From an optimization exercise on the open Yosys and OpenROAD flow, aimed at small area; shortcuts taken in it are not production practice. The RTL was checked by simulation tests, not by an equivalence proof against the original design.

Setup of juniper:
// CORDIC_top
module CORDIC_top #(parameter WIDTH = 16 , parameter ITERATIONS = 32) (
    input clk,
    input signed [WIDTH-1:0] x_start,
    input signed [WIDTH-1:0] y_start,
    input signed [31:0] angle_in,
    output signed [WIDTH-1:0] sine,
    output signed [WIDTH-1:0] cosine
);
wire [27:0] za;
wire [3:0] zsel;
wire s1;
wire sin_sign, cos_sign;
quad_logic quad_logic_DUT(
    .angle_in(angle_in),
    .za_out(za),
    .zsel_out(zsel),
    .s1_out(s1),
    .sin_sign(sin_sign),
    .cos_sign(cos_sign)
);
CORDIC CORDIC_DUT(
    .clk(clk),
    .x_start(x_start),
    .y_start(y_start),
    .za_in(za),
    .zsel_in(zsel),
    .s1_in(s1),
    .sin_sign(sin_sign),
    .cos_sign(cos_sign),
    .sine(sine),
    .cosine(cosine)
);
endmodule
For scale: ~13,000 cells after synthesis, about 2,300 flip-flops, roughly 97 I/O pins.
Settings: LEC_CHECK=0, CAP_MARGIN=20, CORE_MARGIN=2, CORE_UTILIZATION=40, SLEW_MARGIN=20; clock period 6.0 ns.
standard.sh (not shown) runs the stock make flow with config.mk's settings and CLKGATE_MAP_FILE= SYNTH_SCRIPT=/design/flow/synth_recipe.tcl, a recipe that flattens the netlist after the stock synthesis.
==> flow/flow/run.sh <==
#!/bin/bash
# Own flow: the standard layout, with synthesis run through flow/my_synth.tcl
# (a different ABC script and no full-adder extraction) and clock tree
# synthesis without dummy loads and with small clock buffers; ports get the smallest buffer. Registers and
# their names are those of the standard synthesis.
set -euo pipefail
W=$(pwd)
export MY_WORK=$W
export MY_ABC_SCRIPT=$W/flow/abc_area.script
# synthesis only, with our script; the remaining steps are the standard.sh
make -C "$FLOW_HOME" DESIGN_CONFIG="$W/config.mk" WORK_HOME="$W/orfs" CLKGATE_MAP_FILE= \
  SYNTH_SCRIPT="$W/flow/my_synth.tcl" synth > "$W/own_synth.log" 2>&1
export CTS_ARGS="-sink_clustering_enable -repair_clock_nets -dont_use_dummy_load -buf_list {sky130_fd_sc_hd__clkbuf_8} -sink_clustering_size 14 -sink_clustering_max_diameter 70"
export BUFFER_PORTS_ARGS="-buffer_cell sky130_fd_sc_hd__buf_1"
bash "$W/standard.sh" > "$W/own_standard.log" 2>&1
==> flow/flow/abc_area.script <==
&get -n
&st
&dch
&nf -R 20 -p -F 8 -A 4
&put
topo
buffer -N 10
upsize -D 4500
dnsize -D 4500
stime -p
==> flow/flow/my_synth.tcl <==
# The standard synthesis (synth_recipe.tcl) with two changes for area:
# Yosys's abc calls use this flow's ABC script, and full/half adders are not
# extracted into fa/ha cells (ABC maps the adder logic itself).
proc abc {args} {
  set i [lsearch -exact $args -script]
  if {$i >= 0} { lset args [expr {$i + 1}] $::env(MY_ABC_SCRIPT) }
  puts "flow/my_synth.tcl: abc $args"
  yosys abc {*}$args
}
proc extract_fa {args} { puts "flow/my_synth.tcl: extract_fa skipped" }
source $::env(MY_WORK)/synth_recipe.tcl
Changes in pepper relative to juniper:
Settings: CTS_BUF_LIST: unset -> sky130_fd_sc_hd__clkbuf_4 sky130_fd_sc_hd__clkbuf_8; CORE_UTILIZATION: 40 -> 55; CTS_CLUSTER_SIZE: unset -> 20.
==> flow/flow/run.sh <==
#!/bin/bash
# Own flow: the standard layout, with synthesis run through flow/my_synth.tcl
# (a different ABC script and no full-adder extraction). Registers and their
# names are those of the standard synthesis.
set -euo pipefail
W=$(pwd)
export MY_WORK=$W
export MY_ABC_SCRIPT=$W/flow/abc_area.script
# synthesis only, with our script; the remaining steps are the standard.sh
make -C "$FLOW_HOME" DESIGN_CONFIG="$W/config.mk" WORK_HOME="$W/orfs" CLKGATE_MAP_FILE= \
  SYNTH_SCRIPT="$W/flow/my_synth.tcl" synth > "$W/own_synth.log" 2>&1
bash "$W/standard.sh" > "$W/own_standard.log" 2>&1
-- flow/flow/abc_area.script --
<<< juniper, line 3
&dch
&nf -R 20 -p -F 8 -A 4
&put
>>> pepper, line 3
&dch
&nf -R 1000
&put
[summary]
[pepper] clock-pin transition on the worst setup and hold timing paths fell 30 ps relative to juniper
Measured against pepper, the detail-routed via count per cell of juniper comes out at 0.920 times the reference value.
Looking at DRC marker count from the first detailed-route iteration across both flows, pepper is the weaker of the two, with juniper ahead.
Between pepper and juniper, it is pepper whose post-synthesis xor/xnor area fraction is higher, by 1.7 points.
Higher clock latency on the worst-skew pair goes to pepper over juniper.
Relative to pepper, the following input files were edited for nickel:
Settings: a deleted CTS_BUF_LIST that had been sky130_fd_sc_hd__clkbuf_4 sky130_fd_sc_hd__clkbuf_8; a deleted CTS_CLUSTER_SIZE that had been 20; a change of CORE_UTILIZATION from 55 to 40; a change of SLEW_MARGIN from 20 to 5; a change of CAP_MARGIN from 20 to 5.
--- outcome ---
Footprint of the multi-input gates (nickel vs. pepper) decreases slightly
Number of cells after detailed placement (higher): nickel
Re post-route non-filler standard cell count: pepper and nickel aren't equal, and the lower value belongs to pepper.
Compared with pepper, nickel shows layout filler cell count higher by 10,242.
The initial core utilization in nickel sits 15 points below the value recorded for pepper.
The via count of nickel is lower than that of pepper.


Starting RTL as in the previous note.
Design CORDIC_top, start of the top module:
module CORDIC_top #(parameter WIDTH = 16 , parameter ITERATIONS = 32) (
    input clk,
    input signed [WIDTH-1:0] x_start,
    input signed [WIDTH-1:0] y_start,
    input signed [31:0] angle_in,
    output signed [WIDTH-1:0] sine,
    output signed [WIDTH-1:0] cosine
);
wire [27:0] za;
wire [3:0] zsel;
wire s1;
wire sin_sign, cos_sign;
quad_logic quad_logic_DUT(
    .angle_in(angle_in),
    .za_out(za),
    .zsel_out(zsel),
    .s1_out(s1),
    .sin_sign(sin_sign),
    .cos_sign(cos_sign)
);
CORDIC CORDIC_DUT(
    .clk(clk),
    .x_start(x_start),
    .y_start(y_start),
    .za_in(za),
    .zsel_in(zsel),
    .s1_in(s1),
    .sin_sign(sin_sign),
    .cos_sign(cos_sign),
    .sine(sine),
    .cosine(cosine)
);
endmodule
export LEC_CHECK = 0
export CAP_MARGIN = 20
export CORE_MARGIN = 2
export CORE_UTILIZATION = 40
export SLEW_MARGIN = 20
create_clock -name core_clock -period 6.0 [get_ports {clk}]
==> flow/flow/run.sh <==
#!/bin/bash
# Own flow: the standard layout, with synthesis run through flow/my_synth.tcl
# (a different ABC script and no full-adder extraction) and clock tree
# synthesis without dummy loads and with small clock buffers; ports get the smallest buffer. Registers and
# their names are those of the standard synthesis.
set -euo pipefail
W=$(pwd)
export MY_WORK=$W
export MY_ABC_SCRIPT=$W/flow/abc_area.script
# synthesis only, with our script; the remaining steps are the standard.sh
make -C "$FLOW_HOME" DESIGN_CONFIG="$W/config.mk" WORK_HOME="$W/orfs" CLKGATE_MAP_FILE= \
  SYNTH_SCRIPT="$W/flow/my_synth.tcl" synth > "$W/own_synth.log" 2>&1
export CTS_ARGS="-sink_clustering_enable -repair_clock_nets -dont_use_dummy_load -buf_list {sky130_fd_sc_hd__clkbuf_8} -sink_clustering_size 14 -sink_clustering_max_diameter 70"
export BUFFER_PORTS_ARGS="-buffer_cell sky130_fd_sc_hd__buf_1"
bash "$W/standard.sh" > "$W/own_standard.log" 2>&1
==> flow/flow/abc_area.script <==
&get -n
&st
&dch
&nf -R 20
&put
topo
buffer -N 10
upsize -D 4500
dnsize -D 4500
stime -p
Scripts as last shown in full above: flow/flow/my_synth.tcl
Edit:
==> flow/flow/abc_area.script (replaced) <==
&get -n
&st
&dch
&nf -R 20 -p -F 8 -A 4
&put
topo
buffer -N 10
upsize -D 4500
dnsize -D 4500
stime -p
--- a/flow/config.mk
+++ b/flow/config.mk
@@ -9,3 +9,4 @@
 export CORE_MARGIN = 2
-export CORE_UTILIZATION = 40
+export CORE_UTILIZATION = 60
+export PLACE_DENSITY = 0.72
 export SLEW_MARGIN = 20
Outcome:
- clock-buffer cell count came out lower by 9
- synthesized area came out lower by 0.70%
- wire length is higher by 8.1%
- register-to-register slack degrades by 60 ps
- sequential share of layout area climbs by 0.79 points
- via count came out higher by 4.1%
Edit:
==> flow/flow/run.sh (replaced) <==
#!/bin/bash
# Own flow: the standard layout, with synthesis run through flow/my_synth.tcl
# (a different ABC script and no full-adder extraction). Registers and their
# names are those of the standard synthesis.
set -euo pipefail
W=$(pwd)
export MY_WORK=$W
export MY_ABC_SCRIPT=$W/flow/abc_area.script
# synthesis only, with our script; the remaining steps are the standard.sh
make -C "$FLOW_HOME" DESIGN_CONFIG="$W/config.mk" WORK_HOME="$W/orfs" CLKGATE_MAP_FILE= \
  SYNTH_SCRIPT="$W/flow/my_synth.tcl" synth > "$W/own_synth.log" 2>&1
bash "$W/standard.sh" > "$W/own_standard.log" 2>&1
==> flow/flow/abc_area.script (replaced) <==
strash
dch
map -D 4500
topo
buffer -N 10
upsize -D 4500
dnsize -D 4500
stime -p
--- a/flow/config.mk
+++ b/flow/config.mk
@@ -9,4 +9,3 @@
 export CORE_MARGIN = 2
-export CORE_UTILIZATION = 60
-export PLACE_DENSITY = 0.72
+export CORE_UTILIZATION = 40
 export SLEW_MARGIN = 20
Result: Critical path depth stays the same. Final cell count goes up by about 40%. Setup slack gains 360 ps. Design area climbs by 12%. Die area rises by about 60%. Count of clock-buffer cells in the layout goes up by 157. Routed wire length is higher by about 5%. Clock skew went down by 7.7 ps.

==> separate check: timing with driven ports <==
No port has a modelled driver above. Below, the same layouts with a new extraction and two added sets of constraints. Step 1, drivers: a clkbuf_16 drives clk and a buf_2 each remaining input, both assumed. Step 2, shift: input delay + t, output delay - t, t = (earliest + latest rising clock arrival at the registers) / 2. This alone moves slack from input paths to output paths. Three values: no drivers, after step 1, after step 2; two values: the first two.
run	shift t [ns]	setup slack, ns	worst setup path after step 2	pins driven straight from the clock port
juniper	1.048	0.225 / 0.225 / 0.225	register to register	1
pepper	1.121	0.199 / 0.199 / 0.199	register to register	1
nickel	0.961	0.247 / 0.247 / 0.247	register to register	1
the first run of note 2	1.038	0.234 / 0.234 / 0.234	register to register	1
the second run of note 2	1.014	0.174 / 0.174 / 0.174	register to register	1
the third run of note 2	0.950	0.533 / 0.533 / 0.533	register to register	1
After both steps setup and hold are still met in every run listed.
